Context: an optimization exercise on an open-source flow, tuned for small area. The choices shown serve that exercise and are no tape-out recipe. Where RTL was checked, it was by simulation tests only, not by an equivalence proof against the original. No functional check of the RTL was part of run 4. Power figures rest on the tool's default switching activity, not on a simulated workload.

===== flow/design.v =====
module fpu(
    input  logic [31:0] op_A_in,
    input  logic [31:0] op_B_in,
    input  logic clock100KHz,
    input  logic reset,
    output logic [31:0] data_out,
    output logic [3:0]  status_out
);
    function automatic logic [6:0] add6(input logic [5:0] a, input logic [5:0] b, input logic ci);
        logic [6:0] s;
        logic       c;
        c = ci;
        for (int n = 0; n < 6; n++) begin
            s[n] = a[n] ^ b[n] ^ c;
            c    = (a[n] & b[n]) | (c & (a[n] ^ b[n]));
        end
        s[6] = c;
        add6 = s;
    endfunction
    function automatic logic [4:0] inc26(input logic [4:0] a);
        inc26 = (a == 5'd25) ? 5'd0 : a + 5'd1;
    endfunction
    logic        sA, sB;
    logic [5:0]  eA, eB;
    logic [31:0] mA, mB;
    assign sA = op_A_in[31];
    assign eA = op_A_in[30:25];
    assign mA = {6'd0, eA != 6'd0, op_A_in[24:0]};
    assign sB = op_B_in[31];
    assign eB = op_B_in[30:25];
    assign mB = {6'd0, eB != 6'd0, op_B_in[24:0]};
    logic [6:0] x;
    logic       bt, big;
    logic [5:0] y;
    assign x   = add6(eB, ~eA, 1'b0);
    assign bt  = x[6];
    assign y   = bt ? x[5:0] : ~x[5:0];
    assign big = y[5] | (y[4] & y[3] & (y[2] | y[1] | (y[0] & bt)));
    logic bl;
    always_ff @(posedge clock100KHz)
        bl <= bt;
    logic [5:0] eL;
    assign eL = bl ? eB : eA;
    logic sub;
    assign sub = sA ^ sB;
    logic [4:0] i;
    always_ff @(posedge clock100KHz or negedge reset)
        if (!reset) i <= 5'd0;
        else        i <= inc26(i);
    logic first, last;
    assign first = (i == 5'd0);
    assign last  = (i == 5'd25);
    logic [4:0] j;
    logic       jw, wrap;
    always_ff @(posedge clock100KHz) begin
        if ((bt && i == 5'd24) || (!bt && last)) j <= big ? 5'd0 : y[4:0];
        else                                     j <= inc26(j);
        jw <= ~last & (jw | (j == 5'd25));
    end
    assign wrap = jw | big;
    logic [4:0] iA, iB;
    logic       bA, bB, lb, sb, sbit, stk;
    assign iA = bl ? j : i;
    assign iB = bl ? i : j;
    assign bA = mA[iA];
    assign bB = mB[iB];
    assign lb = bl ? bB : bA;
    assign sb = bl ? bA : bB;
    assign sbit = sb & ~wrap;
    assign stk  = sb & wrap;
    logic cy, cin, s, cyn, t26;
    assign cin = first ? 1'b0 : cy;
    assign s   = lb ^ sbit ^ cin;
    assign cyn = (cin & ((lb ^ sub) | sbit)) | ((lb ^ sub) & sbit);
    assign t26 = ~sub & cyn;
    always_ff @(posedge clock100KHz)
        cy <= cyn;
    logic seen, sn, tn;
    assign sn = first ? 1'b0 : seen;
    assign tn = s ^ sn;
    always_ff @(posedge clock100KHz)
        seen <= sn | s;
    logic [4:0] p;
    logic       nz, st, ng, spc;
    logic t;
    assign t = ng ? tn : s;
    logic [5:0] pm;
    logic [6:0] er7;
    logic       ovf, unf, kill;
    assign pm   = {1'b0, p} - 6'd25;
    assign er7  = add6(eL, pm, spc);
    assign ovf  = nz & ((eL == 6'd63) | (p == 5'd26 & eL == 6'd62));
    assign unf  = nz & pm[5] & ~er7[6];
    assign kill = ovf | unf;
    logic [4:0] pp_acc, pp_nxt, pn_acc, pn_nxt, p_new;
    logic       nz_acc, nz_nxt, st_acc, st_nxt, k0;
    assign pp_nxt = (s  | first) ? i : pp_acc;
    assign pn_nxt = (tn | first) ? i : pn_acc;
    assign p_new  = t26 ? 5'd26 : (sub & cyn) ? pn_nxt : pp_nxt;
    assign nz_nxt = (first ? 1'b0 : nz_acc) | s | (last & t26);
    assign st_nxt = (first ? 1'b0 : st_acc) | stk | (k0 & t);
    always_ff @(posedge clock100KHz) begin
        pp_acc <= pp_nxt;
        pn_acc <= pn_nxt;
        nz_acc <= nz_nxt;
        st_acc <= st_nxt;
    end
    always_ff @(posedge clock100KHz)
        if (last) begin
            ng <= sub & cyn;
            p  <= p_new;
            nz <= nz_nxt;
            st <= st_nxt;
        end
    logic [4:0] k;
    assign k0 = (k == 5'd0);
    always_ff @(posedge clock100KHz)
        if (last) k <= t26 ? 5'd25 : 5'd25 - p_new;
        else      k <= inc26(k);
    logic rc, ceff;
    assign ceff = first ? 1'b0 : rc;
    always_ff @(posedge clock100KHz)
        rc <= k0 ? t : (ceff & t);
    logic [24:1] f;
    logic        spc_now, pend;
    assign spc_now = ceff & ~t;
    always_ff @(posedge clock100KHz) begin
        for (int n = 1; n < 23; n++)
            if (k == n) f[n] <= (t ^ ceff) & ~kill;
        if (k == 5'd23) pend <= t ^ ceff;
        if (k == 5'd24) begin
            f[23] <= (pend | spc_now) & ~kill;
            f[24] <= t & ~ceff & ~kill;
            spc   <= spc_now;
        end
    end
    logic sr;
    assign sr = (ng ^ bl) ? sB : sA;
    assign data_out   = {sr & ~kill, (nz & ~kill) ? er7[5:0] : 6'd0, f, 1'b0};
    assign status_out = ovf ? 4'b0100 : unf ? 4'b1000 : st ? 4'b0010 : 4'b0001;
endmodule

===== flow/flow/run.sh =====
#!/bin/bash
set -euo pipefail
rm -rf scripts
cp -r "$FLOW_HOME/scripts" scripts
cp flow/abc_area.script scripts/abc_area.script
export SCRIPTS_DIR="$PWD/scripts"
export BUFFER_PORTS_ARGS="-buffer_cell sky130_fd_sc_hd__buf_1"
export CTS_ARGS="-sink_clustering_enable -repair_clock_nets -buf_list {sky130_fd_sc_hd__clkbuf_4 sky130_fd_sc_hd__clkbuf_8} -dont_use_dummy_load"
bash standard.sh > standard.log 2>&1

===== flow/flow/abc_area.script =====
strash; dc2; dch -f; amap -m; topo

===== flow/standard.sh =====
#!/bin/bash
# synth_recipe.tcl (not shown) runs the flow's synth.tcl, then flattens the netlist and writes it again
# the make line also repeats each setting of config.mk as NAME=value (left out here)
make -C /OpenROAD-flow-scripts/flow DESIGN_CONFIG=/design/flow/config.mk WORK_HOME=/design/flow/orfs CLKGATE_MAP_FILE= SYNTH_SCRIPT=/design/flow/synth_recipe.tcl "${@:-finish}"

===== flow/config.mk =====
export PLATFORM = sky130hd
export DESIGN_NAME = fpu
export DESIGN_NICKNAME = fpu
export VERILOG_FILES = /design/flow/design.v
export SDC_FILE = /design/flow/constraint.sdc
export NUM_CORES = 4
export LEC_CHECK = 0
export ABC_AREA = 1
export CAP_MARGIN = 20
export CORE_MARGIN = 2
export CORE_UTILIZATION = 40
export SLEW_MARGIN = 20

===== flow/constraint.sdc =====
create_clock -name core_clock -period 10.0 [get_ports {clock100KHz}]
set_input_delay 2.0000 -clock core_clock [delete_from_list [all_inputs] [get_ports {clock100KHz}]]
set_output_delay 2.0000 -clock core_clock [all_outputs]
set_load 0.01 [all_outputs]

==> impl_table.tex, run 1 <==
\begin{tabular}{lr}
\hline
Metric & Value \\
\hline
\multicolumn{2}{l}{\textbf{Status}} \\
Status & complete, no violations \\
\multicolumn{2}{l}{\textbf{Detailed routing}} \\
Antenna Violating Nets Remaining & 0 \\
Number of vias after detailed routing & between 3000 and 4000 \\
\# DRC & 0 \\
Met2 Routed Length & between 4000 and 5000 microns \\
First DRT Iteration DRCs & 110 \\
Met1 Routed Length & about 4300 microns \\
Total Routed Length & 9020 microns \\
Vias/cell & 5.288 \\
Number of detailed-routing iterations run before antenna repair & 4 \\
Detail-routed net length per standard cell & 14.18 microns \\
Detail Route met3 WL & 427 microns \\
Highest routing layer actually used & met4 \\
\multicolumn{2}{l}{\textbf{Global routing}} \\
Initial antenna violation count & 0 \\
All-layer global routing usage & 0.1827 \\
Overflow after GRT & 0 \\
Vias in the first global route & 3136 \\
Pin count of the biggest net entering global routing & 24 \\
Wire length of the first global-routing pass & around 15000 microns \\
\multicolumn{2}{l}{\textbf{Critical path}} \\
Type of element launching the critical path & input pin \\
Largest delay contributor family on the critical path & adder cells \\
Worst-case register-to-register setup slack & 3.07 ns \\
Count of cell instances traversed by the critical path & 27 \\
Reg-to-reg critical path startpoint & bl \\
R2r endpoint & k[4] \\
Critical Path Sink Type & flop \\
Critical Setup Path Class & in -> reg \\
Peak per-stage delay on the critical path & just under 0.6 ns \\
Cell with the biggest individual delay on the critical path & o21ai\_0 \\
R2R cell count & 23 \\
Critical path peak fanout & 10 \\
Required @ worst endpoint & just over 10 ns \\
CP Data Arrival Time & 7.68 ns \\
Number of buffer and inverter instances along the worst setup path & 6 \\
\multicolumn{2}{l}{\textbf{STA}} \\
Final-report max-slew violation count & 0 \\
Relative slew margins & 0.3218 \\
Final number of setup-violating endpoints & 0 \\
Setup clock skew after layout & around 0.032 ns \\
Final number of hold-violating endpoints & 0 \\
Actual transition at the worst max-transition pin & approximately 1.0 ns \\
Setup repair after global routing missed its margin & no \\
Worst slack on hold paths & about 0.47 ns \\
Final period demand of the worst path & roughly 7.4 ns \\
Share of the cycle needed by the critical path after routing & 0.7409 \\
Final sum of negative setup slack & 0 ns \\
Max Freq & 135.0 MHz \\
\multicolumn{2}{l}{\textbf{Placement}} \\
Number of buffers added on ports & 100 \\
Detailed placement HPWL & between 7000 and 8000 microns \\
Final weighted congestion of routability-driven global placement & approximately 0.9 \\
Area after DPL & 4283 sq um \\
\multicolumn{2}{l}{\textbf{Pwr}} \\
Net switching component of the power & $\sim$0.45 mW \\
Flop pwr share & 0.389 \\
VDD IR-drop max & roughly 0.11 mV \\
Internal power & 0.6288 mW \\
Combinational group share of total power & 0.458 \\
Static leakage & between 1.5 and 2 nW \\
Clock group share of total power & 0.153 \\
PnR Total Power & roughly 1.1 mW \\
Fraction of power spent switching nets & 0.4175 \\
Power per Cell Area & between 200 and 250 nW/um\^{}2 \\
\multicolumn{2}{l}{\textbf{Floorplan}} \\
Height of the die & 101.3 microns \\
Die Outline Area & 10250 sq um \\
Width of the die & between 100 and 150 microns \\
Number of top-level pins & approximately 100 \\
Std-Cell Core Area & roughly 9200 sq um \\
Floorplan row count & 35 \\
Starting density of the core & 0.4114 \\
\multicolumn{2}{l}{\textbf{Flow run}} \\
Maximum Capacitance Violations & 0 \\
\multicolumn{2}{l}{\textbf{Synth}} \\
Synthesized area & between 3000 and 4000 sq um \\
Synth Flop Type & edfxtp\_1 \\
Async set-reset flop share out of synthesis & 0.07576 \\
Cell type with the largest total area after synthesis & edfxtp\_1 \\
Mean Syn Cell Area & $\sim$9 sq um \\
Top area cells in the synthesized netlist & edfxtp\_1 (27\%), dfxtp\_1 (14\%), o22ai\_1 (7.3\%) \\
Area share of the leading cell type in the synthesized netlist & 0.2698 \\
Register bit total from synthesis & 66 \\
Net count of the mapped netlist & a little over 500 \\
Number of synthesized flops with an enable pin & 34 \\
Sequential cell area fraction in the yosys report & 0.4458 \\
Instance count of the mapped netlist & about 420 \\
Distinct cells, synth & 37 \\
Synth warnings & 1 \\
\multicolumn{2}{l}{\textbf{Final layout}} \\
Area added between synthesis and finish & 16.53\% \\
Fraction of layout cells with a size suffix above 1 & 0.01905 \\
Final-layout fill cell count & $\sim$940 \\
Share of the core filled with cells & 0.4795 \\
Area occupied by multi-input gates & 1822 sq um \\
Finished Cell Area & approximately 4400 sq um \\
Net count of the finished layout & 623 \\
N\_diodes & 0 \\
Combined flip-flop and latch cell area & around 1700 sq um \\
\multicolumn{2}{l}{\textbf{Clock tree}} \\
Number of H-tree levels & 3 \\
TritonCTS sink count & 66 \\
Post-CTS resize count & 0 \\
Clk slew on worst S/H paths & about 0.07 ns \\
Worst-case clock buffer depth & 2 \\
Clock tree from TritonCTS & done \\
CTS hold repair buffers & 0 \\
CTS Buf Count & 9 \\
Root buffer selected by CTS & clkbuf\_8 \\
Number of buffers inserted to repair setup after CTS & 0 \\
Clk\_lat worst skew & approximately 0.35 ns \\
\multicolumn{2}{l}{\textbf{Worst hold path}} \\
Critical hold path startpoint & pn\_acc[0] \\
Min-Delay Path Depth & 2 \\
Destination of the worst hold path & pn\_acc[0] \\
Worst hold-check path type & reg -> reg \\
\hline
\end{tabular}
-- through the flow --
step | instances | worst slack (ns)
2_1_floorplan | 418 | 3.047
3_3_place_gp | 627 | 2.376
3_5_place_dp | 627 | 2.028
4_1_cts | 636 | 2.424
5_1_grt | 636 | 1.847
6_report | 636 | 2.591
-- final cells by class --
| type | instances | share of cell area |
|---|---|---|
| multi-input combinational | 280 | 0.4132 |
| sequential | 66 | 0.3825 |
| timing repair buffer | 100 | 0.08513 |
| inverter | 70 | 0.05959 |
| tap | 111 | 0.03150 |
| clock buffer | 9 | 0.02809 |
-- cell families (layout without fill, tap and decap cells) --
group,after synthesis,count (layout),synth area share
compound gates,124,124,0.2126
simple gates,123,123,0.1412
buf+inv,72,179,0.07341
flops,66,66,0.4458
fa+ha+maj,30,30,0.1210
other cells,1,1,0.0009911
xor+xnor,1,1,0.002315
mux,1,1,0.002646
-- how the worst max path moves through the flow --
stage	slack, ns	startpoint	end
global placement	2.38	op_A_in[25]	f[17]
floorplan	3.05	op_A_in[25]	f[10]
finish	2.59	op_A_in[25]	k[4]
CTS	2.42	op_A_in[25]	f[17]
detailed placement	2.03	op_A_in[25]	f[17]
global route	1.85	op_A_in[25]	k[4]
-- power groups by stage --
stage	registers [mW]	clock network [mW]	logic, mW
after floorplan	0.423	0	0.356
after global placement	0.425	0	0.482
after detailed placement	0.427	0	0.495
after CTS	0.421	0.170	0.497
after global routing	0.431	0.179	0.568
final	0.420	0.165	0.494
-- cell usage in the layout, fill, tap and decap left out, types with 2 or more instances in the layout --
master / Yosys / layout
buf_1: 0 / 100
clkinv_1: 70 / 70
nor2_1: 55 / 54
o22ai_1: 44 / 44
edfxtp_1: 34 / 34
nand2_1: 31 / 31
dfxtp_1: 27 / 27
o21ai_0: 25 / 25
ha_1: 19 / 19
o221ai_1: 18 / 18
a21oi_1: 14 / 14
fa_1: 11 / 11
nor3_1: 10 / 10
clkbuf_8: 0 / 9
nand3_1: 6 / 6
a22oi_1: 6 / 6
and3_1: 6 / 6
nor2b_1: 5 / 5
dfrtp_1: 5 / 5
nor4_1: 4 / 4
nand4_1: 3 / 3
a31oi_1: 3 / 3
o21bai_1: 2 / 2
o32ai_1: 2 / 2
o211ai_1: 2 / 2
a211oi_1: 2 / 2
-- state kept, by name, summed over array words and instances, names as in the netlist, 5 cells and up --
| signal | cells |
|---|---|
| f | 24 |
| i | 5 |
| j | 5 |
| k | 5 |
| p | 5 |
| pn_acc | 5 |
| pp_acc | 5 |
-- per-layer routing --
metal,track usage,up-vias
li1,-,1730
met1,0.2492,1533
met2,0.2934,87
met3,0.02622,13
met4,0.07380,0
met5,0,-
-- cells in the mapped netlist, types with 5 or more instances --
cell type and instances:
clkinv_1 70, nor2_1 55, o22ai_1 44, edfxtp_1 34, nand2_1 31, dfxtp_1 27, o21ai_0 25, ha_1 19
o221ai_1 18, a21oi_1 14, fa_1 11, nor3_1 10, a22oi_1 6, and3_1 6, nand3_1 6, dfrtp_1 5
nor2b_1 5
-- worst register-to-register path, delay by kind of cell (launching register included) --
kind | cells | cell delay, ns
AO/OA/AOI/OAI | 15 | 3.59
buffers and inverters | 4 | 1.41
flip-flops | 1 | 0.80
AND/OR/NAND/NOR | 3 | 0.73
adder cells (fa/ha/maj) | 1 | 0.36
==> run 2, diff against run 1 <==
==> flow/flow/run.sh (replaced) <==
#!/bin/bash
set -euo pipefail
rm -rf scripts
cp -r "$FLOW_HOME/scripts" scripts
cp flow/abc_area.script scripts/abc_area.script
export SCRIPTS_DIR="$PWD/scripts"
export BUFFER_PORTS_ARGS="-buffer_cell sky130_fd_sc_hd__buf_1"
export CTS_ARGS="-sink_clustering_enable -repair_clock_nets -buf_list sky130_fd_sc_hd__clkbuf_4 -root_buf sky130_fd_sc_hd__clkbuf_4 -sink_clustering_size 8 -sink_clustering_max_diameter 30 -dont_use_dummy_load"
bash standard.sh > standard.log 2>&1
==> run 2 against run 1 <==
  * Sequential share of layout area up 0.49 points
  * Worst hold slack gained 0.0047 ns
  * Clock-buffer cell count is the same
  * Sequential cell count is the same
  * Sequential power about the same
  * Core utilization shrank 0.61 points
  * Clock power decreased by 25%
  * First-iteration DRC count shrank 3.6%
  * Critical endpoint is now data_out[31]
  * Largest cell class unchanged
==> impl_table.tex, run 2 <==
\begin{tabular}{lr}
\hline
Metric & Value \\
\hline
\multicolumn{2}{l}{\textbf{STA}} \\
Final sum of negative setup slack & 0 ns \\
Final number of hold-violating endpoints & 0 \\
Relative slew margins & 0.3218 \\
Final period demand of the worst path & between 7 and 8 ns \\
Share of the cycle needed by the critical path after routing & 0.7366 \\
Max Freq & between 100 and 150 MHz \\
Final number of setup-violating endpoints & 0 \\
Final-report max-slew violation count & 0 \\
Setup clock skew after layout & 0.05257 ns \\
Setup repair after global routing missed its margin & no \\
Actual transition at the worst max-transition pin & 1.017 ns \\
\multicolumn{2}{l}{\textbf{Floorplan}} \\
Std-Cell Core Area & approximately 9200 sq um \\
Die Outline Area & 10250 sq um \\
Starting density of the core & 0.4114 \\
Floorplan row count & 35 \\
Height of the die & between 100 and 150 microns \\
Number of top-level pins & between 100 and 150 \\
Width of the die & 101.3 microns \\
\multicolumn{2}{l}{\textbf{Final layout}} \\
Final-layout fill cell count & around 950 \\
Max reg flops & 24 \\
Net count of the finished layout & between 600 and 700 \\
Fraction of layout cells with a size suffix above 1 & 0.01905 \\
Area added between synthesis and finish & 15.05\% \\
N\_diodes & 0 \\
Commonest cells after routing, fill and taps aside & buf\_1 (100), clkinv\_1 (70), nor2\_1 (54), o22ai\_1 (44), edfxtp\_1 (34) \\
Register containing the most flip-flops in the final layout & f \\
Most common cell after layout, fill and taps aside & buf\_1 \\
\multicolumn{2}{l}{\textbf{Clock tree}} \\
Clock tree from TritonCTS & done \\
TritonCTS sink count & 66 \\
CTS hold repair buffers & 0 \\
Number of buffers inserted to repair setup after CTS & 0 \\
Clk\_lat worst skew & about 0.42 ns \\
Worst-case clock buffer depth & 2 \\
CTS Buf Count & 9 \\
Root buffer selected by CTS & clkbuf\_4 \\
Post-CTS resize count & 0 \\
Clk slew on worst S/H paths & 0.08 ns \\
Number of H-tree levels & 3 \\
\multicolumn{2}{l}{\textbf{Global routing}} \\
Pin count of the biggest net entering global routing & 24 \\
Vias in the first global route & approximately 3100 \\
All-layer global routing usage & 0.1823 \\
Overflow after GRT & 0 \\
Initial antenna violation count & 0 \\
Wire length of the first global-routing pass & 14710 microns \\
\multicolumn{2}{l}{\textbf{Worst hold path}} \\
Destination of the worst hold path & pn\_acc[0] \\
Min-Delay Path Depth & 2 \\
Worst hold-check path type & reg -> reg \\
Critical hold path startpoint & pn\_acc[0] \\
\multicolumn{2}{l}{\textbf{Synth}} \\
Async set-reset flop share out of synthesis & 0.07576 \\
Combinational family with the most area after synthesis & compound AO/OA/AOI/OAI gates \\
Post-synthesis share of cell area spent on and, or, nand and nor gates & 0.1412 \\
Mean Syn Cell Area & approximately 9 sq um \\
Synth warnings & 1 \\
Synth Flop Type & edfxtp\_1 \\
Instance count of the mapped netlist & 418 \\
Sequential cell area fraction in the yosys report & 0.4458 \\
Distinct cells, synth & 37 \\
Synth Area in Compound Gates & 0.2126 \\
Adder and majority gate portion of the synthesized area & 0.1210 \\
Area share of the leading cell type in the synthesized netlist & 0.2698 \\
Net count of the mapped netlist & 514 \\
Synth cell count leaders & clkinv\_1 (70), nor2\_1 (55), o22ai\_1 (44) \\
Register bit total from synthesis & 66 \\
Share of the synthesized netlist area taken by xor and xnor gates & 0.002315 \\
Cell type with the largest total area after synthesis & edfxtp\_1 \\
Number of synthesized flops with an enable pin & 34 \\
Mux cell area share after synthesis & 0.002646 \\
Most frequent cell after synthesis & clkinv\_1 \\
Synthesized area & roughly 3800 sq um \\
Top area cells in the synthesized netlist & edfxtp\_1 (27\%), dfxtp\_1 (14\%), o22ai\_1 (7.3\%) \\
\multicolumn{2}{l}{\textbf{Detailed routing}} \\
Vias/cell & between 5 and 6 \\
\# DRC & 0 \\
First DRT Iteration DRCs & about 110 \\
Number of vias after detailed routing & between 3000 and 4000 \\
Detail-routed net length per standard cell & between 10 and 15 microns \\
Antenna Violating Nets Remaining & 0 \\
Number of detailed-routing iterations run before antenna repair & 4 \\
Total Routed Length & roughly 9000 microns \\
\multicolumn{2}{l}{\textbf{Critical path}} \\
Cell with the biggest individual delay on the critical path & fa\_1 \\
Number of buffer and inverter instances along the worst setup path & 5 \\
Cell repeated most along the worst path & fa\_1 \\
Largest delay contributor family on the critical path & adder cells \\
Peak per-stage delay on the critical path & between 0.4 and 0.5 ns \\
Critical Setup Path Class & in -> out \\
Reg-to-reg critical path startpoint & bl \\
R2R cell count & 22 \\
Worst-case register-to-register setup slack & around 3.1 ns \\
CP Data Arrival Time & $\sim$5.4 ns \\
Critical path peak fanout & 7 \\
Critical path startpoint & op\_B\_in[25] \\
R2r endpoint & k[4] \\
Critical Path Sink Type & primary output \\
Required @ worst endpoint & 8.00 ns \\
Type of element launching the critical path & input pin \\
Series of cell instances along the critical path & buf\_1 > nand2\_1 > o21ai\_0 > fa\_1 > fa\_1 > clkinv\_1 > fa\_1 > clkinv\_1 > fa\_1 > fa\_1 > fa\_1 > nor2\_1 > a21oi\_1 > clkinv\_1 > nor2\_1 > buf\_1 \\
\multicolumn{2}{l}{\textbf{Placement}} \\
Number of buffers added on ports & 100 \\
Detailed placement HPWL & between 7000 and 8000 microns \\
Final weighted congestion of routability-driven global placement & 0.8907 \\
\multicolumn{2}{l}{\textbf{Pwr}} \\
Static leakage & roughly 1.5 nW \\
PnR Total Power & $\sim$1.0 mW \\
VDD IR-drop max & roughly 0.12 mV \\
Power per Cell Area & $\sim$240 nW/um\^{}2 \\
\multicolumn{2}{l}{\textbf{Status}} \\
Status & complete, no violations \\
\multicolumn{2}{l}{\textbf{Flow run}} \\
Maximum Capacitance Violations & 0 \\
\hline
\end{tabular}
==> run 2: cell counts after synthesis <==
Identical to the previous run, type by type.
==> run 2: logic make-up (layout without fill, tap and decap cells) <==
group / Yosys count / count (layout)
multiplexers: 1 / 1
adder cells (fa/ha/maj): 30 / 30
AND/OR/NAND/NOR: 123 / 123
other: 1 / 1
AO/OA/AOI/OAI: 124 / 124
flip-flops: 66 / 66
XOR/XNOR: 1 / 1
buffers and inverters: 72 / 179
==> run 2: worst max path at each step <==
| stage | to | slack (ns) | cells after the start |
|---|---|---|---|
| floorplan | f[10] | 3.05 | 20 |
| global placement | f[17] | 2.38 | 21 |
| detailed placement | f[17] | 2.03 | 21 |
| CTS | f[7] | 2.50 | 22 |
| global route | k[4] | 1.93 | 27 |
| finish | data_out[31] | 2.63 | 16 |
==> run 2: power breakdown <==
part | internal [mW] | switching [mW] | leakage (nW)
combinational | 0.166 | 0.329 | 0.881
clock | 0.0417 | 0.0822 | 0.0414
sequential | 0.382 | 0.0375 | 0.585
total | 0.590 | 0.449 | 1.51
==> run 2: final cells by class <==
cell class                 instances  area, sq um  area share
timing repair buffer             100        375.4     0.08623
sequential                        66         1687      0.3875
multi-input combinational        280         1822      0.4185
tap                              111        138.9     0.03191
inverter                          70        262.8     0.06036
clock buffer                       9        67.56     0.01552
==> run 2: through the flow <==
stage               area [sq um]  worst slack (ns)  instances    util  hold WS, ns
CTS                         4350             2.495        636  0.4731       0.4796
global route                4353             1.928        636  0.4733       0.5210
floorplan                   3784             3.047        418       -       0.4337
global placement            4283             2.376        627  0.4657       0.4500
finish                      4353             2.634        636  0.4733       0.4714
detailed placement          4283             2.028        627  0.4657       0.4589
==> run 2: metal layers <==
| metal | track usage | wire (microns) | vias up |
|---|---|---|---|
| met3 | 0.02415 | 470 | 16 |
| met2 | 0.2929 | 4109 | 94 |
| li1 | - | - | 1729 |
| met1 | 0.2497 | 4283 | 1561 |
| met5 | 0 | 0 | - |
| met4 | 0.07380 | 179 | 0 |
==> run 2: worst reg2reg max path: stages (launching register included) <==
cell      delay, ns
dfxtp_1        0.81
clkinv_1       0.60
o22ai_1        0.94
clkinv_1       0.57
o221ai_1       0.31
o21ai_0        0.13
o221ai_1       0.16
o211ai_1       0.12
o21a_1         0.14
o22ai_1        0.26
o21ai_0        0.16
o21ai_0        0.56
ha_1           0.36
nor2_1         0.36
clkinv_1       0.19
o22ai_1        0.23
o22ai_1        0.14
nor2_1         0.19
clkinv_1       0.11
o21ai_0        0.22
o21ai_0        0.12
a21oi_1        0.14
o21bai_1       0.11
==> run 3, diff against run 2 <==
--- a/flow/design.v
+++ b/flow/design.v
@@ -37,8 +37,7 @@
     assign y   = bt ? x[5:0] : ~x[5:0];
     assign big = y[5] | (y[4] & y[3] & (y[2] | y[1] | (y[0] & bt)));
     logic bl;
-    always_ff @(posedge clock100KHz)
-        bl <= bt;
+    assign bl = bt;
     logic [5:0] eL;
     assign eL = bl ? eB : eA;
     logic sub;
@@ -82,6 +81,7 @@
         seen <= sn | s;
     logic [4:0] p;
     logic       nz, st, ng, spc;
+    assign nz = ~(p == 5'd31);           
     logic t;
     assign t = ng ? tn : s;
     logic [5:0] pm;
@@ -93,29 +93,26 @@
     assign unf  = nz & pm[5] & ~er7[6];
     assign kill = ovf | unf;
     logic [4:0] pp_acc, pp_nxt, pn_acc, pn_nxt, p_new;
-    logic       nz_acc, nz_nxt, st_acc, st_nxt, k0;
-    assign pp_nxt = (s  | first) ? i : pp_acc;
-    assign pn_nxt = (tn | first) ? i : pn_acc;
+    logic       st_acc, st_nxt, k0;
+    assign pp_nxt = s  ? i : first ? 5'd31 : pp_acc;
+    assign pn_nxt = tn ? i : first ? 5'd31 : pn_acc;
     assign p_new  = t26 ? 5'd26 : (sub & cyn) ? pn_nxt : pp_nxt;
-    assign nz_nxt = (first ? 1'b0 : nz_acc) | s | (last & t26);
     assign st_nxt = (first ? 1'b0 : st_acc) | stk | (k0 & t);
     always_ff @(posedge clock100KHz) begin
         pp_acc <= pp_nxt;
         pn_acc <= pn_nxt;
-        nz_acc <= nz_nxt;
         st_acc <= st_nxt;
     end
     always_ff @(posedge clock100KHz)
         if (last) begin
             ng <= sub & cyn;
             p  <= p_new;
-            nz <= nz_nxt;
             st <= st_nxt;
         end
     logic [4:0] k;
     assign k0 = (k == 5'd0);
     always_ff @(posedge clock100KHz)
-        if (last) k <= t26 ? 5'd25 : 5'd25 - p_new;
+        if (last) k <= (p_new[4] & p_new[3] & p_new[1]) ? 5'd25 : 5'd25 - p_new;    
         else      k <= inc26(k);
     logic rc, ceff;
     assign ceff = first ? 1'b0 : rc;
==> flow/flow/run.sh (replaced) <==
#!/bin/bash
set -euo pipefail
rm -rf scripts
cp -r "$FLOW_HOME/scripts" scripts
cp flow/abc_area.script scripts/abc_area.script
export SCRIPTS_DIR="$PWD/scripts"
export BUFFER_PORTS_ARGS="-buffer_cell sky130_fd_sc_hd__buf_1"
export CTS_ARGS="-sink_clustering_enable -repair_clock_nets -buf_list sky130_fd_sc_hd__clkbuf_8 -root_buf sky130_fd_sc_hd__clkbuf_8 -dont_use_dummy_load"
bash standard.sh > standard.log 2>&1
==> run 3 against run 2 <==
  * Cell area increased by 1.7%
  * First-iteration DRC count is 59% higher
  * Setup slack lost 2.0 ns
  * Worst hold slack improved by 0.013 ns
  * Sequential power fell by 5.0%
  * Critical path depth increased by 7
  * Clock power grew about 30%
  * Maximum frequency down 22%
  * Largest power group unchanged
==> impl_table.tex, run 3 <==
\begin{tabular}{lr}
\hline
Metric & Value \\
\hline
\multicolumn{2}{l}{\textbf{Critical path}} \\
Required @ worst endpoint & around 8 ns \\
Critical path peak fanout & 6 \\
Type of element launching the critical path & input pin \\
Critical Setup Path Class & in -> out \\
CP Data Arrival Time & 7.40 ns \\
Critical Path Sink Type & primary output \\
\multicolumn{2}{l}{\textbf{Flow run}} \\
Maximum Capacitance Violations & 0 \\
\multicolumn{2}{l}{\textbf{Floorplan}} \\
Std-Cell Core Area & 9153 sq um \\
Floorplan row count & 35 \\
Width of the die & a little over 100 microns \\
Height of the die & slightly above 100 microns \\
Die Outline Area & 10130 sq um \\
Starting density of the core & 0.4082 \\
Number of top-level pins & a little over 100 \\
\multicolumn{2}{l}{\textbf{Status}} \\
Status & complete, no violations \\
\multicolumn{2}{l}{\textbf{Detailed routing}} \\
Total Routed Length & just under 9000 microns \\
Antenna Violating Nets Remaining & 0 \\
Number of detailed-routing iterations run before antenna repair & 5 \\
Number of vias after detailed routing & $\sim$3400 \\
Detail-routed net length per standard cell & about 14 microns \\
Vias/cell & $\sim$5.3 \\
First DRT Iteration DRCs & about 170 \\
\# DRC & 0 \\
\multicolumn{2}{l}{\textbf{Global routing}} \\
All-layer global routing usage & 0.1852 \\
Met2 usage in global routing & 0.2964 \\
Met1 layer usage reported by global route & 0.2490 \\
Most used routing layer & met2 \\
Vias in the first global route & around 3300 \\
Pin count of the biggest net entering global routing & 25 \\
Initial antenna violation count & 0 \\
Wire length of the first global-routing pass & between 10000 and 15000 microns \\
Overflow after GRT & 0 \\
Met3 GRT Util & 0.03745 \\
\multicolumn{2}{l}{\textbf{Clock tree}} \\
TritonCTS sink count & 63 \\
Number of H-tree levels & 3 \\
Worst-case clock buffer depth & 2 \\
Clk slew on worst S/H paths & 0.05 ns \\
CTS hold repair buffers & 0 \\
Post-CTS resize count & 0 \\
Clk\_lat worst skew & around 0.33 ns \\
CTS Buf Count & 9 \\
Clock tree from TritonCTS & done \\
Number of buffers inserted to repair setup after CTS & 0 \\
Root buffer selected by CTS & clkbuf\_8 \\
\multicolumn{2}{l}{\textbf{Final layout}} \\
Area added between synthesis and finish & 18.49\% \\
Finished Cell Area & about 4400 sq um \\
N\_diodes & 0 \\
Finished Layout Cells & between 600 and 700 \\
Register containing the most flip-flops in the final layout & f \\
Fraction of layout cells with a size suffix above 1 & 0.03422 \\
Net count of the finished layout & approximately 630 \\
Most common cell after layout, fill and taps aside & buf\_1 \\
Commonest cells after routing, fill and taps aside & buf\_1 (100), clkinv\_1 (67), nor2\_1 (51), o22ai\_1 (42), edfxtp\_1 (33) \\
Max reg flops & 24 \\
\multicolumn{2}{l}{\textbf{STA}} \\
Final number of hold-violating endpoints & 0 \\
Final sum of negative setup slack & 0 ns \\
Max Freq & about 110 MHz \\
Setup clock skew after layout & between 0.015 and 0.02 ns \\
Actual transition at the worst max-transition pin & around 0.78 ns \\
Final-report max-slew violation count & 0 \\
Relative slew margins & 0.4649 \\
Share of the cycle needed by the critical path after routing & 0.9400 \\
Setup repair after global routing missed its margin & no \\
Final period demand of the worst path & approximately 9.4 ns \\
Final number of setup-violating endpoints & 0 \\
Final worst setup slack & between 0.5 and 0.6 ns \\
\multicolumn{2}{l}{\textbf{Placement}} \\
Detailed placement HPWL & 6993 microns \\
Number of buffers added on ports & 100 \\
Total placed cells including tap cells & between 600 and 700 \\
Area after DPL & around 4300 sq um \\
Placement Setup Slack & between 0.5 and 0.6 ns \\
Final weighted congestion of routability-driven global placement & approximately 0.84 \\
\multicolumn{2}{l}{\textbf{Synth}} \\
Synthesized area & $\sim$3700 sq um \\
Async set-reset flop share out of synthesis & 0.07937 \\
Net count of the mapped netlist & roughly 510 \\
Area share of the leading cell type in the synthesized netlist & 0.2652 \\
Most frequent cell after synthesis & clkinv\_1 \\
Synth warnings & 1 \\
Instance count of the mapped netlist & between 400 and 500 \\
Synth cell count leaders & clkinv\_1 (67), nor2\_1 (51), o22ai\_1 (42) \\
Number of synthesized flops with an enable pin & 33 \\
Mean Syn Cell Area & 9.112 sq um \\
Top area cells in the synthesized netlist & edfxtp\_1 (27\%), dfxtp\_1 (13\%), ha\_1 (7.0\%) \\
Cell type with the largest total area after synthesis & edfxtp\_1 \\
Sequential cell area fraction in the yosys report & 0.4327 \\
Synth Flop Type & edfxtp\_1 \\
Register bit total from synthesis & 63 \\
Distinct cells, synth & 37 \\
\multicolumn{2}{l}{\textbf{Worst hold path}} \\
Worst hold-check path type & reg -> reg \\
\multicolumn{2}{l}{\textbf{Pwr}} \\
VDD IR-drop max & 0.1126 mV \\
Static leakage & roughly 1.5 nW \\
Power per Cell Area & $\sim$240 nW/um\^{}2 \\
PnR Total Power & approximately 1.0 mW \\
\hline
\end{tabular}
[run 3: cell families (layout without fill, tap and decap cells)]
kind of cell               after synthesis  in the layout  synth area share
other                                    1              1          0.001004
DFF                                     63             63            0.4327
AOI/OAI and AO/OA                      123            123            0.2180
muxes                                    1              1          0.002679
and+or+nand+nor                        121            121            0.1450
adders and majority gates               32             32            0.1293
buffers and inverters                   69            185           0.07133
[run 3: worst max-delay path: stages]
cell and delay (ns):
buf_1 0.13, clkinv_1 0.08, ha_1 0.21, fa_1 0.38, fa_1 0.39, fa_1 0.40
fa_1 0.40, fa_1 0.44, clkinv_1 0.09, o22ai_1 0.12, fa_1 0.38, clkinv_1 0.06
fa_1 0.19, fa_1 0.19, fa_1 0.17, clkinv_1 0.08, fa_1 0.38, fa_1 0.36
nor2b_1 0.14, or2_0 0.22, or2_0 0.30, nor2b_1 0.14, buf_1 0.15
[run 3: path summary, 6_finish.rpt]
| kind | cells after the start | to | slack (ns) | start |
|---|---|---|---|---|
| max in group asynchronous | 1 | i[2] | 8.28 | reset |
| min in group asynchronous | 1 | i[0] | 1.52 | reset |
| min reg2reg | 2 | pp_acc[0] | 0.48 | pp_acc[0] |
| max | 23 | data_out[27] | 0.60 | op_A_in[25] |
| min | 2 | pp_acc[0] | 0.48 | pp_acc[0] |
| max reg2reg | 21 | k[4] | 4.93 | i[0] |
[run 3: metal layers]
layer / part of all wire / wire length [microns]
met1: 0.49 / 4326
met2: 0.46 / 4128
met4: 0.0059 / 52
met5: 0 / 0
met3: 0.043 / 378
[run 3: final cells by class]
cell class	count	area, sq um
repair buffers	109	442.9
fillers	883	4726
clock buffers	9	123.9
flip-flops and latches	63	1617
multi-input cells	278	1853
inverters	67	251.5
well taps	111	138.9
[run 3: where the power goes]
group / total, mW / switching [mW] / leakage (nW) / internal [mW]
logic: 0.483 / 0.310 / 0.906 / 0.173
clock network: 0.161 / 0.0809 / 0.0647 / 0.0799
registers: 0.398 / 0.0358 / 0.559 / 0.362
[run 3: through the flow]
step,util,hold slack [ns]
floorplan,-,0.4473
global placement,0.4701,0.4681
detailed placement,0.4701,0.4718
CTS,0.4837,0.4857
global route,0.4837,0.4983
finish,0.4837,0.4843
==> run 4, diff against run 3 <==
--- a/flow/design.v
+++ b/flow/design.v
@@ -18,7 +18,7 @@
         add6 = s;
     endfunction
     function automatic logic [4:0] inc26(input logic [4:0] a);
-        inc26 = (a == 5'd25) ? 5'd0 : a + 5'd1;
+        inc26 = (a[4] & a[3] & a[0]) ? 5'd0 : a + 5'd1;
     endfunction
     logic        sA, sB;
     logic [5:0]  eA, eB;
@@ -48,13 +48,13 @@
         else        i <= inc26(i);
     logic first, last;
     assign first = (i == 5'd0);
-    assign last  = (i == 5'd25);
+    assign last  = i[4] & i[3] & i[0];    
     logic [4:0] j;
     logic       jw, wrap;
     always_ff @(posedge clock100KHz) begin
         if ((bt && i == 5'd24) || (!bt && last)) j <= big ? 5'd0 : y[4:0];
         else                                     j <= inc26(j);
-        jw <= ~last & (jw | (j == 5'd25));
+        jw <= ~last & (jw | (j[4] & j[3] & j[0]));
     end
     assign wrap = jw | big;
     logic [4:0] iA, iB;
@@ -124,7 +124,7 @@
     always_ff @(posedge clock100KHz) begin
         for (int n = 1; n < 23; n++)
             if (k == n) f[n] <= (t ^ ceff) & ~kill;
-        if (k == 5'd23) pend <= t ^ ceff;
+        pend <= t ^ ceff;
         if (k == 5'd24) begin
             f[23] <= (pend | spc_now) & ~kill;
             f[24] <= t & ~ceff & ~kill;
==> run 4 against run 3 <==
  * Still clean on timing, DRC and antenna
  * Clock power barely moved
  * Cell count down 1.4%
  * Register-to-register slack got worse by 0.13 ns
  * Total power is 2.7% lower
  * Die area decreased by 1.4%
  * Core utilization grew 1.1 points
  * Global-route usage grew 0.18 points
  * Sequential cell count did not move
  * Sequential power fell by 1%
  * Combinational power is 5.6% lower
  * Largest power group unchanged
  * Highest routed layer unchanged
==> impl_table.tex, run 4 <==
\begin{tabular}{lr}
\hline
Metric & Value \\
\hline
\multicolumn{2}{l}{\textbf{Detailed routing}} \\
Vias/cell & 5.225 \\
Number of detailed-routing iterations run before antenna repair & 4 \\
First DRT Iteration DRCs & approximately 160 \\
\# DRC & 0 \\
Detail-routed net length per standard cell & about 14 microns \\
Antenna Violating Nets Remaining & 0 \\
Number of vias after detailed routing & roughly 3300 \\
Total Routed Length & approximately 8900 microns \\
\multicolumn{2}{l}{\textbf{STA}} \\
Max Freq & roughly 110 MHz \\
Final sum of negative setup slack & 0 ns \\
Final number of hold-violating endpoints & 0 \\
Final-report max-slew violation count & 0 \\
Final number of setup-violating endpoints & 0 \\
Actual transition at the worst max-transition pin & around 0.8 ns \\
Setup repair after global routing missed its margin & no \\
Setup clock skew after layout & between 0.02 and 0.03 ns \\
Relative slew margins & 0.4608 \\
Final period demand of the worst path & about 9.4 ns \\
Share of the cycle needed by the critical path after routing & 0.9414 \\
\multicolumn{2}{l}{\textbf{Final layout}} \\
Finished Cell Area & 4355 sq um \\
Commonest cells after routing, fill and taps aside & buf\_1 (100), clkinv\_1 (66), nor2\_1 (55), o22ai\_1 (40) \\
Most common cell after layout, fill and taps aside & buf\_1 \\
Area added between synthesis and finish & 18.36\% \\
Net count of the finished layout & between 600 and 700 \\
Finished Layout Cells & roughly 630 \\
N\_diodes & 0 \\
Max reg flops & 24 \\
Register containing the most flip-flops in the final layout & f \\
Fraction of layout cells with a size suffix above 1 & 0.03269 \\
\multicolumn{2}{l}{\textbf{Synth}} \\
Instance count of the mapped netlist & $\sim$400 \\
Sequential cell area fraction in the yosys report & 0.4366 \\
Async set-reset flop share out of synthesis & 0.07937 \\
Synth Area in Compound Gates & 0.2248 \\
Synth warnings & 1 \\
Combinational family with the most area after synthesis & compound AO/OA/AOI/OAI gates \\
Register bit total from synthesis & 63 \\
Net count of the mapped netlist & between 500 and 600 \\
Post-synthesis share of cell area spent on and, or, nand and nor gates & 0.1380 \\
Most frequent cell after synthesis & clkinv\_1 \\
Cell type with the largest total area after synthesis & edfxtp\_1 \\
Synthesized area & $\sim$3700 sq um \\
Distinct cells, synth & 34 \\
Share of the synthesized netlist area taken by xor and xnor gates & 0 \\
Top area cells in the synthesized netlist & edfxtp\_1 (26\%), dfxtp\_1 (14\%), o22ai\_1 (6.8\%) \\
Number of synthesized flops with an enable pin & 32 \\
Synth cell count leaders & clkinv\_1 (66), nor2\_1 (55), o22ai\_1 (40) \\
Adder and majority gate portion of the synthesized area & 0.1244 \\
Synth Flop Type & edfxtp\_1 \\
Mux cell area share after synthesis & 0.002720 \\
Area share of the leading cell type in the synthesized netlist & 0.2611 \\
Mean Syn Cell Area & between 9 and 10 sq um \\
\multicolumn{2}{l}{\textbf{Critical path}} \\
Critical Setup Path Class & in -> out \\
Critical Path Sink Type & primary output \\
CP Data Arrival Time & roughly 7.4 ns \\
Required @ worst endpoint & approximately 8 ns \\
Series of cell instances along the critical path & buf\_1 > clkinv\_1 > ha\_1 > fa\_1 > fa\_1 > fa\_1 > fa\_1 > fa\_1 > clkinv\_1 > a21oi\_1 > fa\_1 > clkinv\_1 > fa\_1 > clkinv\_1 > fa\_1 > fa\_1 > fa\_1 > clkinv\_1 > fa\_1 > nor2b\_1 > or2\_0 > or2\_0 > nor2b\_1 > buf\_1 \\
R2R cell count & 21 \\
Cell with the biggest individual delay on the critical path & fa\_1 \\
Critical path peak fanout & 6 \\
Peak per-stage delay on the critical path & about 0.40 ns \\
Largest delay contributor family on the critical path & adder cells \\
Number of buffer and inverter instances along the worst setup path & 7 \\
Cell repeated most along the worst path & fa\_1 \\
Count of cell instances traversed by the critical path & 24 \\
Type of element launching the critical path & input pin \\
\multicolumn{2}{l}{\textbf{Pwr}} \\
PnR Total Power & 1.013 mW \\
Flop pwr share & 0.389 \\
Internal power & between 0.6 and 0.7 mW \\
Clock group share of total power & 0.161 \\
Fraction of power spent switching nets & 0.4077 \\
Static leakage & roughly 1.5 nW \\
Combinational group share of total power & 0.450 \\
VDD IR-drop max & 0.1183 mV \\
Net switching component of the power & about 0.41 mW \\
Power per Cell Area & roughly 230 nW/um\^{}2 \\
\multicolumn{2}{l}{\textbf{Floorplan}} \\
Floorplan row count & 34 \\
Starting density of the core & 0.4179 \\
Die Outline Area & $\sim$10000 sq um \\
Height of the die & roughly 100 microns \\
Number of top-level pins & around 100 \\
Width of the die & 99.92 microns \\
Std-Cell Core Area & between 8000 and 9000 sq um \\
\multicolumn{2}{l}{\textbf{Clock tree}} \\
Root buffer selected by CTS & clkbuf\_8 \\
Number of H-tree levels & 3 \\
Clk slew on worst S/H paths & approximately 0.050 ns \\
CTS Buf Count & 9 \\
Worst-case clock buffer depth & 2 \\
Clock tree from TritonCTS & done \\
Post-CTS resize count & 0 \\
CTS hold repair buffers & 0 \\
Clk\_lat worst skew & about 0.34 ns \\
Number of buffers inserted to repair setup after CTS & 0 \\
TritonCTS sink count & 63 \\
\multicolumn{2}{l}{\textbf{Global routing}} \\
Initial antenna violation count & 0 \\
Vias in the first global route & $\sim$3100 \\
Pin count of the biggest net entering global routing & 29 \\
Wire length of the first global-routing pass & between 10000 and 15000 microns \\
All-layer global routing usage & 0.1870 \\
Overflow after GRT & 0 \\
\multicolumn{2}{l}{\textbf{Placement}} \\
Final weighted congestion of routability-driven global placement & $\sim$0.9 \\
Total placed cells including tap cells & $\sim$620 \\
Number of buffers added on ports & 100 \\
Detailed placement HPWL & between 6000 and 7000 microns \\
Area after DPL & around 4200 sq um \\
\multicolumn{2}{l}{\textbf{Worst hold path}} \\
Worst hold-check path type & reg -> reg \\
Min-Delay Path Depth & 2 \\
\multicolumn{2}{l}{\textbf{Flow run}} \\
Maximum Capacitance Violations & 0 \\
\multicolumn{2}{l}{\textbf{Status}} \\
Status & complete, no violations \\
\hline
\end{tabular}
run 4: cell types whose count changed after synthesis, sizes merged, moves of 3 or more:
cell / change
a22oi: -3
nand2: -3
nor2: +4
a21oi: +8
run 4: final timing paths:
kind                             startpoint            to  slack (ns)
worst min register to register    pp_acc[2]     pp_acc[2]        0.49
worst min-delay path              pp_acc[2]     pp_acc[2]        0.49
min in group asynchronous             reset          i[3]        1.51
worst max-delay path            op_A_in[25]  data_out[27]        0.59
worst max register to register         j[0]          k[4]        4.80
max in group asynchronous             reset          i[2]        8.30
run 4: cells by family (layout without fill, tap and decap cells):
family,after synthesis,in the layout
AO/OA/AOI/OAI,127,127
AND/OR/NAND/NOR,115,115
buffers and inverters,69,183
flip-flops,63,63
adder cells (fa/ha/maj),30,30
other,1,1
multiplexers,1,1
run 4: worst register-to-register path: cells and delay by family, from the launching register on:
family / cells / cell delay [ns]
compound gates: 12 / 2.74
fa+ha+maj: 1 / 0.41
buf+inv: 4 / 0.82
flops: 1 / 0.44
simple gates: 4 / 0.67
run 4: cell type report:
type                    count  area, sq um
repair buffers            108        435.4
inverters                  66        247.7
flip-flops and latches     63         1607
fillers                   871         4451
well taps                 108        135.1
multi-input cells         274         1807
clock buffers               9        123.9
run 4: per-layer routing:
metal / up-vias / GRT usage / part of all wire
met5: - / 0 / 0
met3: 4 / 0.03691 / 0.051
met4: 0 / 0.06322 / 0.0048
met1: 1472 / 0.2661 / 0.49
li1: 1718 / - / -
met2: 87 / 0.2869 / 0.45
run 4: metrics by stage:
stage	util	hold slack [ns]	setup WS, ns
finish	0.4946	0.4884	0.5857
detailed placement	0.4805	0.4714	0.5615
floorplan	-	0.4473	0.3687
global route	0.4946	0.5079	0.1844
CTS	0.4946	0.4888	0.6067
global placement	0.4805	0.4689	0.7974
run 4: power groups by stage:
stage,Clock [mW],Sequential [mW],Combinational (mW)
finish,0.163,0.394,0.456
global route,0.178,0.401,0.525
CTS,0.169,0.394,0.457
detailed placement,0,0.399,0.454
global placement,0,0.398,0.442
floorplan,0,0.397,0.325
==> run 5, diff against run 4 <==
--- a/flow/design.v
+++ b/flow/design.v
@@ -37,7 +37,8 @@
     assign y   = bt ? x[5:0] : ~x[5:0];
     assign big = y[5] | (y[4] & y[3] & (y[2] | y[1] | (y[0] & bt)));
     logic bl;
-    assign bl = bt;
+    always_ff @(posedge clock100KHz)
+        bl <= bt;
     logic [5:0] eL;
     assign eL = bl ? eB : eA;
     logic sub;
--- a/flow/config.mk
+++ b/flow/config.mk
@@ -8,5 +8,5 @@
 export ABC_AREA = 1
 export CAP_MARGIN = 20
 export CORE_MARGIN = 2
-export CORE_UTILIZATION = 40
+export CORE_UTILIZATION = 60
 export SLEW_MARGIN = 20
==> run 5 against run 4 <==
  * Sequential cell count increased by 1
  * Still clean
  * Maximum frequency grew 20%
  * Clock-buffer cell count unchanged
  * Cell count shrank 5.6%
  * Core utilization up 23 points
  * Sequential power about the same
  * Area after synthesis is 1.1% higher
  * Clock power is essentially flat
  * Highest routed layer unchanged
  * Sequential share of layout area grew 0.84 points
  * Largest power group unchanged
  * Combinational power is 7.0% lower
  * Global-route usage rose by 8.9 points
  * Routed wire length shrank 2.5%
==> impl_table.tex, run 5 <==
\begin{tabular}{lr}
\hline
Metric & Value \\
\hline
\multicolumn{2}{l}{\textbf{Placement}} \\
Number of buffers added on ports & 100 \\
Detailed placement HPWL & $\sim$6700 microns \\
Area after DPL & about 4200 sq um \\
Final weighted congestion of routability-driven global placement & approximately 0.96 \\
\multicolumn{2}{l}{\textbf{Synth}} \\
Synth cell count leaders & clkinv\_1 (71), nor2\_1 (48), o22ai\_1 (33) \\
Synth warnings & 1 \\
Distinct cells, synth & 35 \\
Net count of the mapped netlist & between 500 and 600 \\
Number of synthesized flops with an enable pin & 32 \\
Sequential cell area fraction in the yosys report & 0.4373 \\
Register bit total from synthesis & 64 \\
Area share of the leading cell type in the synthesized netlist & 0.2583 \\
Mean Syn Cell Area & $\sim$9.1 sq um \\
Synth Flop Type & edfxtp\_1 \\
Cell type with the largest total area after synthesis & edfxtp\_1 \\
Most frequent cell after synthesis & clkinv\_1 \\
Instance count of the mapped netlist & 410 \\
Async set-reset flop share out of synthesis & 0.07813 \\
Top area cells in the synthesized netlist & edfxtp\_1 (26\%), dfxtp\_1 (15\%), clkinv\_1 (7.2\%) \\
Synthesized area & about 3700 sq um \\
\multicolumn{2}{l}{\textbf{Critical path}} \\
Required @ worst endpoint & 8.00 ns \\
Type of element launching the critical path & input pin \\
Series of cell instances along the critical path & buf\_1 > o22ai\_1 > fa\_1 > clkinv\_1 > fa\_1 > fa\_1 > fa\_1 > fa\_1 > fa\_1 > a21oi\_1 > or2\_0 > or2\_0 > nor2b\_1 > buf\_1 \\
Critical Path Sink Type & primary output \\
Number of buffer and inverter instances along the worst setup path & 3 \\
Peak per-stage delay on the critical path & $\sim$0.44 ns \\
Cell repeated most along the worst path & fa\_1 \\
R2R cell count & 17 \\
Count of cell instances traversed by the critical path & 14 \\
Critical path peak fanout & 7 \\
CP Data Arrival Time & 5.87 ns \\
Largest delay contributor family on the critical path & adder cells \\
Cell with the biggest individual delay on the critical path & or2\_0 \\
Critical Setup Path Class & in -> out \\
\multicolumn{2}{l}{\textbf{Final layout}} \\
Register containing the most flip-flops in the final layout & f \\
N\_diodes & 0 \\
Max reg flops & 24 \\
Net count of the finished layout & $\sim$620 \\
Finished Cell Area & $\sim$4300 sq um \\
Most common cell after layout, fill and taps aside & buf\_1 \\
Commonest cells after routing, fill and taps aside & buf\_1 (100), clkinv\_1 (71), nor2\_1 (47), o22ai\_1 (33), edfxtp\_1 (32) \\
Final-layout fill cell count & between 500 and 600 \\
Fraction of layout cells with a size suffix above 1 & 0.02317 \\
Area added between synthesis and finish & 15.91\% \\
\multicolumn{2}{l}{\textbf{Floorplan}} \\
Starting density of the core & 0.6246 \\
Die Outline Area & between 6000 and 7000 sq um \\
Number of top-level pins & between 100 and 150 \\
Std-Cell Core Area & roughly 6000 sq um \\
Floorplan row count & 28 \\
Height of the die & slightly above 80 microns \\
Width of the die & a little over 80 microns \\
\multicolumn{2}{l}{\textbf{Pwr}} \\
Static leakage & between 1 and 1.5 nW \\
Power per Cell Area & between 200 and 250 nW/um\^{}2 \\
VDD IR-drop max & about 0.19 mV \\
\multicolumn{2}{l}{\textbf{Detailed routing}} \\
Number of vias after detailed routing & 3426 \\
First DRT Iteration DRCs & approximately 150 \\
Vias/cell & 5.777 \\
\# DRC & 0 \\
Antenna Violating Nets Remaining & 0 \\
Number of detailed-routing iterations run before antenna repair & 4 \\
Detail-routed net length per standard cell & 14.68 microns \\
Total Routed Length & between 8000 and 9000 microns \\
\multicolumn{2}{l}{\textbf{Worst hold path}} \\
Worst hold-check path type & reg -> reg \\
Min-Delay Path Depth & 2 \\
\multicolumn{2}{l}{\textbf{STA}} \\
Final period demand of the worst path & 7.867 ns \\
Relative slew margins & 0.3177 \\
Final number of hold-violating endpoints & 0 \\
Max Freq & $\sim$130 MHz \\
Setup repair after global routing missed its margin & no \\
Actual transition at the worst max-transition pin & 1.023 ns \\
Setup clock skew after layout & 0.01958 ns \\
Final-report max-slew violation count & 0 \\
Final sum of negative setup slack & 0 ns \\
Final number of setup-violating endpoints & 0 \\
Share of the cycle needed by the critical path after routing & 0.7867 \\
\multicolumn{2}{l}{\textbf{Global routing}} \\
All-layer global routing usage & 0.2763 \\
Initial antenna violation count & 0 \\
Wire length of the first global-routing pass & $\sim$14000 microns \\
Pin count of the biggest net entering global routing & 23 \\
Overflow after GRT & 0 \\
Vias in the first global route & 3109 \\
\multicolumn{2}{l}{\textbf{Clock tree}} \\
TritonCTS sink count & 64 \\
Post-CTS resize count & 0 \\
Root buffer selected by CTS & clkbuf\_8 \\
Clock tree from TritonCTS & done \\
Clk slew on worst S/H paths & 0.06 ns \\
Clk\_lat worst skew & 0.34 ns \\
Worst-case clock buffer depth & 2 \\
CTS Buf Count & 9 \\
Number of buffers inserted to repair setup after CTS & 0 \\
Number of H-tree levels & 3 \\
CTS hold repair buffers & 0 \\
\multicolumn{2}{l}{\textbf{Flow run}} \\
Maximum Capacitance Violations & 0 \\
\multicolumn{2}{l}{\textbf{Status}} \\
Status & complete, no violations \\
\hline
\end{tabular}
==> run 5: cell types whose count changed in the layout (fill, tap and decap cells not counted), moves of 3 or more <==
| cell | change |
|---|---|
| nand2_1 | +3 |
| nor2_1 | -8 |
| nand3_1 | +10 |
| nor3_1 | -3 |
| o221ai_1 | +7 |
| clkinv_1 | +5 |
| o21ai_0 | -3 |
| buf_4 | -6 |
| o22ai_1 | -7 |
==> run 5: cell type report <==
type,instances,area [sq um],area share
well taps,75,93.84,0.02176
clock buffers,9,123.9,0.02873
flip-flops and latches,64,1627,0.3772
inverters,71,266.5,0.06181
multi-input cells,272,1810,0.4199
repair buffers,102,390.4,0.09054
==> run 5: kinds of logic after synthesis <==
group / after synthesis / synth area share
compound gates: 122 / 0.2197
fa+ha+maj: 29 / 0.1197
buf+inv: 74 / 0.07669
flops: 64 / 0.4373
mux: 1 / 0.002691
other cells: 1 / 0.001008
simple gates: 119 / 0.1430
==> run 5: worst paths after layout <==
kind | slack (ns) | startpoint | endpoint
max in group asynchronous | 8.29 | reset | i[1]
setup / recovery | 2.13 | op_A_in[25] | data_out[27]
min in group asynchronous | 1.50 | reset | i[4]
setup reg to reg | 3.07 | bl | f[1]
hold reg to reg | 0.49 | pn_acc[2] | pn_acc[2]
hold / removal | 0.49 | pn_acc[2] | pn_acc[2]
==> run 5: metrics by stage <==
| step | total power [mW] | setup slack [ns] | util | std cells | hold slack, ns |
|---|---|---|---|---|---|
| 6_report | 0.9799 | 2.133 | 0.7240 | 593 | 0.4868 |
| 5_1_grt | 1.063 | 1.760 | 0.7240 | 593 | 0.5190 |
| 4_1_cts | 0.9771 | 1.570 | 0.7235 | 593 | 0.4818 |
| 3_5_place_dp | 0.8135 | 1.164 | 0.7027 | 584 | 0.4660 |
| 3_3_place_gp | 0.7950 | 1.681 | 0.7027 | 584 | 0.4643 |
| 2_1_floorplan | 0.6918 | 2.525 | - | 410 | 0.4473 |
==> run 5: tightest hold or removal path, stage by stage (launching register included) <==
cell      delay (ns)
dfxtp_1         0.31
o32ai_1         0.10
clkinv_1        0.05
==> run 5: report_power, final <==
group / leakage (nW) / total [mW] / internal [mW] / switching [mW]
Sequential: 0.568 / 0.394 / 0.359 / 0.0351
Combinational: 0.844 / 0.424 / 0.142 / 0.282
Clock: 0.0647 / 0.162 / 0.0798 / 0.0825
==> run 5: metal layers <==
| metal | global-route usage | wire (microns) | part of all wire | vias up |
|---|---|---|---|---|
| li1 | - | - | - | 1720 |
| met2 | 0.4177 | 3854 | 0.44 | 128 |
| met1 | 0.3923 | 4183 | 0.48 | 1568 |
| met5 | 0 | 0 | 0 | - |
| met3 | 0.07935 | 568 | 0.065 | 10 |
| met4 | 0.07049 | 97 | 0.011 | 0 |
==> run 6, diff against run 5 <==
--- a/flow/config.mk
+++ b/flow/config.mk
@@ -8,5 +8,5 @@
 export ABC_AREA = 1
 export CAP_MARGIN = 20
 export CORE_MARGIN = 2
-export CORE_UTILIZATION = 60
+export CORE_UTILIZATION = 40
 export SLEW_MARGIN = 20
==> run 6 against run 5 <==
  * Sequential cell count unchanged
  * Total power decreased by 0.27%
  * Die area rose by 47%
  * Largest cell class unchanged
  * Via count is 1.6% lower
  * Critical endpoint is now data_out[29]
  * Synthesized cell count unchanged
  * Critical path depth unchanged
  * Maximum frequency rose by 1.2%
  * Clock-buffer cell count unchanged
  * Combinational power hardly changed
  * Register-to-register slack improved by 0.27 ns
==> impl_table.tex, run 6 <==
\begin{tabular}{lr}
\hline
Metric & Value \\
\hline
\multicolumn{2}{l}{\textbf{Synth}} \\
Synth Area in Compound Gates & 0.2196 \\
Cell type with the largest total area after synthesis & edfxtp\_1 \\
Synth Flop Type & edfxtp\_1 \\
Net count of the mapped netlist & 505 \\
Adder and majority gate portion of the synthesized area & 0.1197 \\
Top area cells in the synthesized netlist & edfxtp\_1 (26\%), dfxtp\_1 (15\%), clkinv\_1 (7.2\%) \\
Synth cell count leaders & clkinv\_1 (71), nor2\_1 (48), o22ai\_1 (33) \\
Most frequent cell after synthesis & clkinv\_1 \\
Number of synthesized flops with an enable pin & 32 \\
Synthesized area & roughly 3700 sq um \\
Distinct cells, synth & 35 \\
Instance count of the mapped netlist & 410 \\
Share of the synthesized netlist area taken by xor and xnor gates & 0 \\
Synth warnings & 1 \\
Async set-reset flop share out of synthesis & 0.07813 \\
Area share of the leading cell type in the synthesized netlist & 0.2583 \\
Combinational family with the most area after synthesis & compound AO/OA/AOI/OAI gates \\
Sequential cell area fraction in the yosys report & 0.4373 \\
Post-synthesis share of cell area spent on and, or, nand and nor gates & 0.1430 \\
Mean Syn Cell Area & a little over 9 sq um \\
Mux cell area share after synthesis & 0.002691 \\
Register bit total from synthesis & 64 \\
\multicolumn{2}{l}{\textbf{STA}} \\
Final-report max-slew violation count & 0 \\
Final number of setup-violating endpoints & 0 \\
Final period demand of the worst path & between 7 and 8 ns \\
Final sum of negative setup slack & 0 ns \\
Relative slew margins & 0.3261 \\
Actual transition at the worst max-transition pin & 1.011 ns \\
Share of the cycle needed by the critical path after routing & 0.7771 \\
Setup repair after global routing missed its margin & no \\
Max Freq & 128.7 MHz \\
Final number of hold-violating endpoints & 0 \\
Setup clock skew after layout & 0.01894 ns \\
\multicolumn{2}{l}{\textbf{Floorplan}} \\
Std-Cell Core Area & around 9100 sq um \\
Width of the die & about 100 microns \\
Die Outline Area & $\sim$10000 sq um \\
Floorplan row count & 35 \\
Starting density of the core & 0.4084 \\
Number of top-level pins & 102 \\
Height of the die & approximately 100 microns \\
\multicolumn{2}{l}{\textbf{Clock tree}} \\
Root buffer selected by CTS & clkbuf\_8 \\
Clk\_lat worst skew & $\sim$0.34 ns \\
Post-CTS resize count & 0 \\
Clock tree from TritonCTS & done \\
Number of buffers inserted to repair setup after CTS & 0 \\
CTS Buf Count & 9 \\
Clk slew on worst S/H paths & roughly 0.060 ns \\
CTS hold repair buffers & 0 \\
TritonCTS sink count & 64 \\
Number of H-tree levels & 3 \\
Worst-case clock buffer depth & 2 \\
\multicolumn{2}{l}{\textbf{Detailed routing}} \\
Detail-routed net length per standard cell & between 10 and 15 microns \\
\# DRC & 0 \\
Total Routed Length & 8838 microns \\
First DRT Iteration DRCs & around 230 \\
Antenna Violating Nets Remaining & 0 \\
Number of vias after detailed routing & around 3400 \\
Vias/cell & 5.349 \\
Number of detailed-routing iterations run before antenna repair & 5 \\
\multicolumn{2}{l}{\textbf{Global routing}} \\
Overflow after GRT & 0 \\
All-layer global routing usage & 0.1872 \\
Vias in the first global route & around 3200 \\
Wire length of the first global-routing pass & around 15000 microns \\
Initial antenna violation count & 0 \\
Pin count of the biggest net entering global routing & 23 \\
\multicolumn{2}{l}{\textbf{Pwr}} \\
PnR Total Power & 0.9773 mW \\
VDD IR-drop max & roughly 0.14 mV \\
Static leakage & roughly 1.5 nW \\
Power per Cell Area & about 220 nW/um\^{}2 \\
\multicolumn{2}{l}{\textbf{Flow run}} \\
Maximum Capacitance Violations & 0 \\
\multicolumn{2}{l}{\textbf{Final layout}} \\
N\_diodes & 0 \\
Area added between synthesis and finish & 17.32\% \\
Most common cell after layout, fill and taps aside & buf\_1 \\
Commonest cells after routing, fill and taps aside & buf\_1 (100), clkinv\_1 (71), nor2\_1 (47), o22ai\_1 (33), edfxtp\_1 (32) \\
Net count of the finished layout & a little over 600 \\
Max reg flops & 24 \\
Finished Cell Area & 4364 sq um \\
Fraction of layout cells with a size suffix above 1 & 0.02505 \\
Register containing the most flip-flops in the final layout & f \\
Final-layout fill cell count & 900 \\
\multicolumn{2}{l}{\textbf{Status}} \\
Status & complete, no violations \\
\multicolumn{2}{l}{\textbf{Worst hold path}} \\
Worst hold-check path type & reg -> reg \\
\multicolumn{2}{l}{\textbf{Placement}} \\
Final weighted congestion of routability-driven global placement & approximately 0.85 \\
Number of buffers added on ports & 100 \\
Detailed placement HPWL & 6908 microns \\
Area after DPL & about 4200 sq um \\
\multicolumn{2}{l}{\textbf{Critical path}} \\
Critical Path Sink Type & primary output \\
Type of element launching the critical path & input pin \\
Required @ worst endpoint & $\sim$8.0 ns \\
Critical Setup Path Class & in -> out \\
Critical path peak fanout & 7 \\
CP Data Arrival Time & between 5 and 6 ns \\
\hline
\end{tabular}
run 6: layout make-up:
type / count / area [sq um] / share of cell area
clock buffer: 9 / 123.9 / 0.02838
inverter: 71 / 266.5 / 0.06107
multi-input combinational: 272 / 1810 / 0.4149
sequential: 64 / 1627 / 0.3727
tap: 111 / 138.9 / 0.03182
timing repair buffer: 103 / 397.9 / 0.09117
run 6: power by group:
group | internal (mW) | switching, mW | total, mW
Sequential | 0.358 | 0.0332 | 0.392
Combinational | 0.144 | 0.277 | 0.422
Clock | 0.0800 | 0.0837 | 0.164
Total | 0.583 | 0.394 | 0.977
run 6: critical path, cell delays in order:
cell	delay, ns
buf_1	0.10
o22ai_1	0.30
fa_1	0.25
clkinv_1	0.07
fa_1	0.38
fa_1	0.40
fa_1	0.39
fa_1	0.39
fa_1	0.37
a21oi_1	0.17
or2_0	0.42
or2_0	0.32
nor2b_1	0.08
buf_1	0.13
run 6: worst paths after layout:
kind | to | from | slack (ns) | depth (start not counted)
worst max register to register | f[19] | bl | 3.34 | 19
max in group asynchronous | i[2] | reset | 8.27 | 1
min in group asynchronous | i[3] | reset | 1.52 | 1
worst max-delay path | data_out[29] | op_A_in[25] | 2.23 | 14
worst min register to register | pn_acc[0] | pn_acc[0] | 0.48 | 2
worst min-delay path | pn_acc[0] | pn_acc[0] | 0.48 | 2
run 6: cells by family after synthesis:
family | count (synthesis)
other | 1
buffers and inverters | 74
AND/OR/NAND/NOR | 119
flip-flops | 64
multiplexers | 1
adder cells (fa/ha/maj) | 29
AO/OA/AOI/OAI | 122
run 6: stage by stage:
| step | std cells | setup WS [ns] | util | hold slack, ns |
|---|---|---|---|---|
| floorplan | 410 | 2.525 | - | 0.4473 |
| finish | 630 | 2.229 | 0.4791 | 0.4802 |
| CTS | 630 | 2.088 | 0.4788 | 0.4814 |
| global route | 630 | 1.822 | 0.4791 | 0.5025 |
| detailed placement | 621 | 1.664 | 0.4652 | 0.4661 |
| global placement | 621 | 2.037 | 0.4652 | 0.4782 |
run 6: layer usage:
metal	global-route usage	up-vias	wire, microns
met4	0.06533	0	129
met5	0	-	0
li1	-	1713	-
met1	0.2642	1561	4375
met2	0.2870	84	4024
met3	0.03760	12	309

[separate check: timing with driven ports]
The flow's constraints put no driver on any port. The routed layouts listed below were extracted and timed again, unchanged, in two steps. Step 1 sets driving cells, clkbuf_16 on the clock port and buf_2 on the other inputs (assumed; they add their load-dependent delay and slew). Step 2 adds t to the input delays and takes it off the output delays; t is the mean of the earliest and latest rising clock arrival at the registers after step 1. Input paths then give back, and output paths get back, about the clock's delay inside the block. a / b / c = ideal / step 1 / step 2; a / b = the first two.
| run | t, ns | setup slack, ns | worst setup path at the end |
|---|---|---|---|
| run 1 | 0.359 | 2.591 / 2.595 / 2.236 | input to register |
| run 2 | 0.424 | 2.634 / 2.614 / 2.228 | input to register |
| run 3 | 0.355 | 0.600 / 0.574 / 0.574 | input to output |
| run 4 | 0.358 | 0.586 / 0.560 / 0.560 | input to output |
| run 5 | 0.362 | 2.133 / 2.112 / 1.857 | input to register |
| run 6 | 0.362 | 2.229 / 2.206 / 2.135 | input to register |
After both steps every run listed still meets setup and hold. For run 2, which loses most, drivers alone change the setup slack by -0.020 ns; drivers and shift together by -0.406 ns.
